Context: an optimization exercise on an open-source flow, tuned for small area. The choices shown serve that exercise and are no tape-out recipe.
Only simulation tests tie the RTL to the original design; equivalence was not proved.
Power figures rest on the tool's default switching activity, not on a simulated workload.

== yarrow ==
Design top, start of the top module:
module top #
(
 parameter DATA_WIDTH = 8,
 parameter ADDR_WIDTH = 4
)
(
 input clk,
 input reset_n,
 input [ADDR_WIDTH-1:0]opcode_in,
 input CS_0,CS_1,
 input wr_en_0,wr_en_1,
 input [ADDR_WIDTH-1:0]addr_in_0,addr_in_1,
 input [DATA_WIDTH-1:0]a_in,
 input [DATA_WIDTH-1:0]b_in,
 output reg carry_out,
 output reg [DATA_WIDTH-1:0]result_out
);
export LEC_CHECK = 0
export CAP_MARGIN = 20
export CORE_MARGIN = 2
export CORE_UTILIZATION = 40
export SLEW_MARGIN = 20
create_clock -name core_clock -period 3.8 [get_ports {clk}]
standard.sh (not shown) runs the stock make flow with config.mk's settings and CLKGATE_MAP_FILE= SYNTH_SCRIPT=/design/flow/synth_recipe.tcl, a recipe that flattens the netlist after the stock synthesis.
==> flow/flow/run.sh <==
#!/bin/bash
# Own layout flow: the standard ORFS flow (standard.sh) with
#  - no timing-driven global placement,
#  - synthesis through synth_own.tcl (standard synthesis, own ABC mapping script),
#  - port buffers of buf_1 instead of the resizer's default pick,
#  - clock tree of clkbuf_4 leaf clusters of up to 10 sinks, without dummy loads.
# All tool output goes to standard.log here; ORFS keeps its per-step logs in orfs/logs.
set -euo pipefail
F=$PWD/flow
bash standard.sh \
  SYNTH_SCRIPT=$F/synth_own.tcl \
  CORE_UTILIZATION=60 GPL_TIMING_DRIVEN=0 \
  CAP_MARGIN=0 SLEW_MARGIN=0 \
  "BUFFER_PORTS_ARGS=-buffer_cell sky130_fd_sc_hd__buf_1" \
  "CTS_ARGS=-sink_clustering_enable -repair_clock_nets -dont_use_dummy_load -buf_list sky130_fd_sc_hd__clkbuf_4 -sink_clustering_size 10 -sink_clustering_max_diameter 40" \
  finish > standard.log 2>&1
==> flow/flow/abc_own.script <==
&get -n
&st
&dch -f
&nf -R 2000 -C 32
&put
==> flow/flow/synth_own.tcl <==
set own_abc_script [file join [file dirname [file normalize [info script]]] abc_own.script]
proc synth {args} { yosys synth -nofsm -noshare {*}$args }
proc abc {args} {
  global own_abc_script
  set i [lsearch -exact $args -script]
  if { $i >= 0 } { lset args [expr {$i + 1}] $own_abc_script }
  yosys abc {*}$args
}
source $::env(SCRIPTS_DIR)/synth.tcl
# left out here: clear keep_hierarchy, flatten, clean up, hide names made inside functions, write 1_2_yosys.v
yarrow: no failed stages, no open violations at the end
Input changes introduced in tundra (baseline for comparison: yarrow):
==> flow/flow/run.sh <==
#!/bin/bash
# Own layout flow: the standard ORFS flow (standard.sh) with
#  - synthesis through synth_own.tcl (standard synthesis, own ABC mapping script),
#  - port buffers of buf_2 instead of the resizer's default pick,
#  - clock tree of clkbuf_8 leaf clusters, without dummy loads.
# All tool output goes to standard.log here; ORFS keeps its per-step logs in orfs/logs.
set -euo pipefail
F=$PWD/flow
bash standard.sh \
  SYNTH_SCRIPT=$F/synth_own.tcl \
  CORE_UTILIZATION=60 GPL_TIMING_DRIVEN=0 \
  CAP_MARGIN=0 SLEW_MARGIN=0 \
  "BUFFER_PORTS_ARGS=-buffer_cell sky130_fd_sc_hd__buf_2" \
  "CTS_ARGS=-sink_clustering_enable -repair_clock_nets -dont_use_dummy_load -buf_list sky130_fd_sc_hd__clkbuf_4 -sink_clustering_size 12 -sink_clustering_max_diameter 50" \
  finish > standard.log 2>&1
--- outcome ---
No run among yarrow and tundra stopped early or left any final violation; all are clean.
Number of nets at the end of the flow shrinks by a few percent when moving from yarrow to tundra.
Fraction of area in registers in tundra is 0.58 points higher than in yarrow
Comparing yarrow and tundra, the higher worst slew slack as a fraction of its limit was measured on tundra.
The inputs of pepper differ from those of tundra as listed below.
==> flow/flow/run.sh <==
#!/bin/bash
# Own layout flow: the standard ORFS flow (standard.sh) with
#  - no timing-driven global placement,
#  - synthesis through synth_own.tcl (standard synthesis, own ABC mapping script),
#  - port buffers of buf_2 instead of the resizer's default pick,
#  - clock tree of clkbuf_4 leaf clusters of up to 12 sinks, without dummy loads.
# All tool output goes to standard.log here; ORFS keeps its per-step logs in orfs/logs.
set -euo pipefail
F=$PWD/flow
bash standard.sh \
  SYNTH_SCRIPT=$F/synth_own.tcl \
  CORE_UTILIZATION=60 GPL_TIMING_DRIVEN=0 \
  CAP_MARGIN=0 SLEW_MARGIN=0 \
  "BUFFER_PORTS_ARGS=-buffer_cell sky130_fd_sc_hd__buf_2" \
  "CTS_ARGS=-sink_clustering_enable -repair_clock_nets -dont_use_dummy_load -buf_list sky130_fd_sc_hd__clkbuf_4 -sink_clustering_size 12 -sink_clustering_max_diameter 30" \
  finish > standard.log 2>&1
==> run notes <==
For wire length of the first global-routing pass, tundra and pepper come out practically identical.
Diff tundra -> pepper: maximum resistive drop on vdd has increased, tightest hold margin has decreased, fraction of area in registers has decreased.
--- input diff pepper..xenon ---
--- a/flow/flow/run.sh
+++ b/flow/flow/run.sh
@@ -5,3 +5,3 @@
 #  - port buffers of buf_2 instead of the resizer's default pick,
-#  - clock tree of clkbuf_4 leaf clusters of up to 12 sinks, without dummy loads.
+#  - clock tree of clkbuf_4 leaf clusters of up to 10 sinks, without dummy loads.
 # All tool output goes to standard.log here; ORFS keeps its per-step logs in orfs/logs.
@@ -14,3 +14,3 @@
   "BUFFER_PORTS_ARGS=-buffer_cell sky130_fd_sc_hd__buf_2" \
-  "CTS_ARGS=-sink_clustering_enable -repair_clock_nets -dont_use_dummy_load -buf_list sky130_fd_sc_hd__clkbuf_4 -sink_clustering_size 12 -sink_clustering_max_diameter 30" \
+  "CTS_ARGS=-sink_clustering_enable -repair_clock_nets -dont_use_dummy_load -buf_list sky130_fd_sc_hd__clkbuf_4 -sink_clustering_size 10 -sink_clustering_max_diameter 40" \
   finish > standard.log 2>&1
==> run notes <==
Looking at type of the worst min-delay path, the in -> async result is from xenon; the in -> reg one comes from pepper.
xenon falls short of pepper in final worst setup slack.
Fmax deteriorates in xenon relative to pepper.
Compared with pepper, total power in xenon decreased by a few percent.
On cell leakage power: between pepper and xenon, it ends up higher for pepper.
[compare] base=pepper new=xenon: met2 track demand over resource essentially unchanged, die area about even, power density of the placed cells -1.6%.
As far as routed wire length is concerned, pepper and xenon perform about the same.


The RTL this note starts from:
==> flow/design.v <==
`timescale 1ns / 1ps
module alu #
(
     parameter DATA_WIDTH = 8,
     parameter ADDR_WIDTH = 4
)
(
     input [DATA_WIDTH-1:0]a_in_temp,
     input [DATA_WIDTH-1:0]b_in_temp,
     input ena, enb,
     input [ADDR_WIDTH-1:0]opcode_temp,
     output [DATA_WIDTH-1:0]data_out_temp,
     output carry_out_temp
);
 wire [3:0] op = opcode_temp;
 reg asel, bsel, yinv, cin, ce, lp, lg;
 always @(*) begin
   case (op)
     4'd0:  {asel,bsel,yinv,cin,ce,lp,lg} = 7'b1000110;
     4'd1:  {asel,bsel,yinv,cin,ce,lp,lg} = 7'b1100110;
     4'd2:  {asel,bsel,yinv,cin,ce,lp,lg} = 7'b1101110;
     4'd3:  {asel,bsel,yinv,cin,ce,lp,lg} = 7'b1111110;
     4'd4:  {asel,bsel,yinv,cin,ce,lp,lg} = 7'b1110110;
     4'd5:  {asel,bsel,yinv,cin,ce,lp,lg} = 7'b1001110;
     4'd6:  {asel,bsel,yinv,cin,ce,lp,lg} = 7'b1010110;
     4'd7:  {asel,bsel,yinv,cin,ce,lp,lg} = 7'b0100110;
     4'd8:  {asel,bsel,yinv,cin,ce,lp,lg} = 7'b1100011;
     4'd9:  {asel,bsel,yinv,cin,ce,lp,lg} = 7'b1100010;
     4'd10: {asel,bsel,yinv,cin,ce,lp,lg} = 7'b1100001;
     4'd11: {asel,bsel,yinv,cin,ce,lp,lg} = 7'b1010010;
     default: {asel,bsel,yinv,cin,ce,lp,lg} = 7'b0000000;
   endcase
 end
 wire [DATA_WIDTH-1:0] a = a_in_temp & {DATA_WIDTH{asel & ena}};
 wire [DATA_WIDTH-1:0] y = (b_in_temp & {DATA_WIDTH{bsel & enb}}) ^ {DATA_WIDTH{yinv}};
 wire [DATA_WIDTH-1:0] p = a ^ y;
 wire [DATA_WIDTH-1:0] g = a & y;
 wire [DATA_WIDTH:0] c;
 assign c[0] = cin;
 genvar k;
 generate
   for (k = 0; k < DATA_WIDTH; k = k + 1) begin : chain
     assign c[k+1] = ce & (g[k] | (p[k] & c[k]));
   end
 endgenerate
 assign data_out_temp = ((p & {DATA_WIDTH{lp}}) | (g & {DATA_WIDTH{lg}})) ^ c[DATA_WIDTH-1:0];
 assign carry_out_temp = c[DATA_WIDTH] ^ yinv;
endmodule
`timescale 1ns / 1ps
module memory #
(
 parameter DATA_WIDTH = 8,
 parameter ADDR_WIDTH = 4
)
(
 input clk,
 input CS,wr_en,
 input [DATA_WIDTH-1:0] data_in,
 input [ADDR_WIDTH-1:0] addr_in,
 output reg [DATA_WIDTH-1:0] temp_reg,
 output rd
);
 wire wr = CS & wr_en;
 assign rd = CS & ~wr_en;
 reg [16*DATA_WIDTH-1:0] mem;
 wire [15:0] sel;
 genvar w;
 generate
   for (w = 0; w < 16; w = w + 1) begin : word
     assign sel[w] = (addr_in == w);
     always @(posedge clk)
       if (wr & sel[w])
         mem[w*DATA_WIDTH +: DATA_WIDTH] <= data_in;
   end
 endgenerate
 reg [DATA_WIDTH-1:0] rdata;
 integer i;
 always @(*) begin
   rdata = {DATA_WIDTH{1'b0}};
   for (i = 0; i < 16; i = i + 1)
     rdata = rdata | ({DATA_WIDTH{sel[i]}} & mem[i*DATA_WIDTH +: DATA_WIDTH]);
 end
 always @(posedge clk)
   if (rd)
     temp_reg <= rdata;
endmodule
`timescale 1ns / 1ps
module top #
(
 parameter DATA_WIDTH = 8,
 parameter ADDR_WIDTH = 4
)
(
 input clk,
 input reset_n,
 input [ADDR_WIDTH-1:0]opcode_in,
 input CS_0,CS_1,
 input wr_en_0,wr_en_1,
 input [ADDR_WIDTH-1:0]addr_in_0,addr_in_1,
 input [DATA_WIDTH-1:0]a_in,
 input [DATA_WIDTH-1:0]b_in,
 output reg carry_out,
 output reg [DATA_WIDTH-1:0]result_out
);
 wire [DATA_WIDTH-1:0]data_out_0,data_out_1;
 wire rd_0, rd_1;
 wire [DATA_WIDTH-1:0]data_out_temp;
 wire carry_out_temp;
 reg [ADDR_WIDTH-1:0]opcode_temp;
 memory ram_0(
     .clk(clk),
     .CS(CS_0),
     .wr_en(wr_en_0),
     .data_in(a_in),
     .addr_in(addr_in_0),
     .temp_reg(data_out_0),
     .rd(rd_0)
);
 memory ram_1(
     .clk(clk),
     .CS(CS_1),
     .wr_en(wr_en_1),
     .data_in(b_in),
     .addr_in(addr_in_1),
     .temp_reg(data_out_1),
     .rd(rd_1)
);
 always@(posedge clk,negedge reset_n)
 begin
    if(!reset_n)
        opcode_temp <= 4'd0;
    else
        opcode_temp <= opcode_in;
 end
 alu alu0(
     .a_in_temp(data_out_0),
     .b_in_temp(data_out_1),
     .ena(rd_0),
     .enb(rd_1),
     .opcode_temp(opcode_temp),
     .data_out_temp(data_out_temp),
     .carry_out_temp(carry_out_temp)
);
always@(posedge clk,negedge reset_n)
 begin
    if(!reset_n)
        {carry_out,result_out} <= 0;
    else
        {carry_out,result_out} <= {carry_out_temp,data_out_temp};
 end
endmodule
Settings: LEC_CHECK=0, CAP_MARGIN=20, CORE_MARGIN=2, CORE_UTILIZATION=40, SLEW_MARGIN=20; clock period 3.8 ns.
==> flow/flow/run.sh <==
#!/bin/bash
# Own layout flow: the standard ORFS flow (standard.sh) with
#  - synthesis through synth_own.tcl (standard synthesis, own ABC mapping script),
#  - port buffers of buf_2 instead of the resizer's default pick,
#  - clock tree of clkbuf_8 leaf clusters, without dummy loads.
# All tool output goes to standard.log here; ORFS keeps its per-step logs in orfs/logs.
set -euo pipefail
F=$PWD/flow
bash standard.sh \
  SYNTH_SCRIPT=$F/synth_own.tcl \
  CORE_UTILIZATION=60 \
  CAP_MARGIN=0 SLEW_MARGIN=0 \
  "BUFFER_PORTS_ARGS=-buffer_cell sky130_fd_sc_hd__buf_2" \
  "CTS_ARGS=-sink_clustering_enable -repair_clock_nets -dont_use_dummy_load -buf_list sky130_fd_sc_hd__clkbuf_8 -sink_clustering_size 20 -sink_clustering_max_diameter 60" \
  finish > standard.log 2>&1
Scripts as last shown in full above: flow/flow/abc_own.script, flow/flow/synth_own.tcl
Then changed:
==> flow/run.sh (new file) <==
#!/bin/bash
# synth_recipe.tcl (not shown) runs the flow's synth.tcl, then flattens the netlist and writes it again
# the make line also repeats each setting of config.mk as NAME=value (left out here)
make -C /OpenROAD-flow-scripts/flow DESIGN_CONFIG=/design/flow/config.mk WORK_HOME=/design/flow/orfs CLKGATE_MAP_FILE= SYNTH_SCRIPT=/design/flow/synth_recipe.tcl finish
ABC_AREA = 1   (was not set)
CORE_UTILIZATION = 60   (was 40)
CTS_BUF_LIST = sky130_fd_sc_hd__clkbuf_4   (was not set)
removed: flow/flow/run.sh
removed: flow/flow/abc_own.script
removed: flow/flow/synth_own.tcl
removed: flow/standard.sh
Die area went up by a few percent. Synthesized area went up by a few percent. Total power increases by about a fifth. Combinational power is higher by roughly a tenth. Sequential cell count stays the same. Cell area came out higher by roughly a tenth. Setup slack improves by 270 ps. Via count came out higher by about a fifth. Hold slack improved by 370 ps. Non-clock buffer count is unchanged. Register-to-register slack gains 270 ps.
Then changed:
==> flow/flow/run.sh (new file) <==
#!/bin/bash
# Own layout flow: the standard ORFS flow (standard.sh) with
#  - synthesis through synth_own.tcl (standard synthesis, own ABC mapping script),
#  - port buffers of buf_2 instead of the resizer's default pick,
#  - clock tree of clkbuf_8 leaf clusters, without dummy loads.
# All tool output goes to standard.log here; ORFS keeps its per-step logs in orfs/logs.
set -euo pipefail
F=$PWD/flow
bash standard.sh \
  SYNTH_SCRIPT=$F/synth_own.tcl \
  CORE_UTILIZATION=60 \
  CAP_MARGIN=0 SLEW_MARGIN=0 \
  "BUFFER_PORTS_ARGS=-buffer_cell sky130_fd_sc_hd__buf_2" \
  "CTS_ARGS=-sink_clustering_enable -repair_clock_nets -dont_use_dummy_load -buf_list sky130_fd_sc_hd__clkbuf_4 -sink_clustering_size 12 -sink_clustering_max_diameter 50" \
  finish > standard.log 2>&1
==> flow/flow/abc_own.script (new file) <==
&get -n
&st
&dch -f
&nf -R 2000 -C 32
&put
==> flow/flow/synth_own.tcl (new file) <==
set own_abc_script [file join [file dirname [file normalize [info script]]] abc_own.script]
proc synth {args} { yosys synth -nofsm -noshare {*}$args }
proc abc {args} {
  global own_abc_script
  set i [lsearch -exact $args -script]
  if { $i >= 0 } { lset args [expr {$i + 1}] $own_abc_script }
  yosys abc {*}$args
}
source $::env(SCRIPTS_DIR)/synth.tcl
# left out here: clear keep_hierarchy, flatten, clean up, hide names made inside functions, write 1_2_yosys.v
==> flow/standard.sh (new file) <==
#!/bin/bash
# synth_recipe.tcl (not shown) runs the flow's synth.tcl, then flattens the netlist and writes it again
# the make line also repeats each setting of config.mk as NAME=value (left out here)
make -C /OpenROAD-flow-scripts/flow DESIGN_CONFIG=/design/flow/config.mk WORK_HOME=/design/flow/orfs CLKGATE_MAP_FILE= SYNTH_SCRIPT=/design/flow/synth_recipe.tcl "${@:-finish}"
ABC_AREA = not set   (was 1)
CORE_UTILIZATION = 40   (was 60)
CTS_BUF_LIST = not set   (was sky130_fd_sc_hd__clkbuf_4)
removed: flow/run.sh
Worst setup slack loses 260 ps.
Maximum frequency shrinks by 7.4%.
Via count shrinks by 13%.
Count of clock-buffer cells in the layout is lower by 74.
Then changed:
==> flow/run.sh (new file) <==
#!/bin/bash
# synth_recipe.tcl (not shown) runs the flow's synth.tcl, then flattens the netlist and writes it again
# the make line also repeats each setting of config.mk as NAME=value (left out here)
make -C /OpenROAD-flow-scripts/flow DESIGN_CONFIG=/design/flow/config.mk WORK_HOME=/design/flow/orfs CLKGATE_MAP_FILE= SYNTH_SCRIPT=/design/flow/synth_recipe.tcl finish
ABC_AREA = 1   (was not set)
removed: flow/flow/run.sh
removed: flow/flow/abc_own.script
removed: flow/flow/synth_own.tcl
removed: flow/standard.sh
The new run completed without violations.
Sequential cell count does not change.
Combinational power climbs by 12%.
Total power climbs by 32%.

[afterwards: timing with drivers on the ports]
No port has a modelled driver above. Below, the same layouts with a new extraction and two added sets of constraints. Step 1, drivers: a clkbuf_16 drives clk and a buf_2 each remaining input, both assumed. Step 2 adds t to the input delays and takes it off the output delays; t is the mean of the earliest and latest rising clock arrival at the registers after step 1. Input paths then give back, and output paths get back, about the clock's delay inside the block. Slacks: ideal / step 1 / step 2; pairs: ideal / step 1.
run	t, ns	slack for setup (ns)	hold WS [ns]	worst setup path at the end	worst data-port slew with drivers (ns)
yarrow	0.639	0.149 / 0.165 / -0.474	0.183 / 0.167 / 0.541	input to register	0.04
tundra	0.683	0.170 / 0.170 / -0.487	0.263 / 0.248 / 0.538	input to register	0.03
pepper	0.661	0.178 / 0.178 / -0.431	0.251 / 0.235 / 0.513	input to register	0.03
xenon	0.645	0.160 / 0.180 / -0.465	0.045 / 0.028 / 0.546	input to register	0.03
the first run of note 2	0.551	0.228 / 0.228 / 0.046	0.116 / 0.098 / 0.544	input to register	0.03
the second run of note 2	0.676	0.501 / 0.501 / 0.303	0.485 / 0.473 / 0.543	input to register	0.04
the third run of note 2	0.687	0.238 / 0.238 / 0.046	0.210 / 0.190 / 0.551	input to register	0.03
the fourth run of note 2	0.595	0.712 / 0.712 / 0.345	0.546 / 0.546 / 0.546	input to register	0.04
Met with ideal ports but missed after step 2: setup timing in yarrow, tundra, pepper and xenon. For tundra, which loses most, drivers alone change the setup slack by 0.000 ns; drivers and shift together by -0.657 ns.
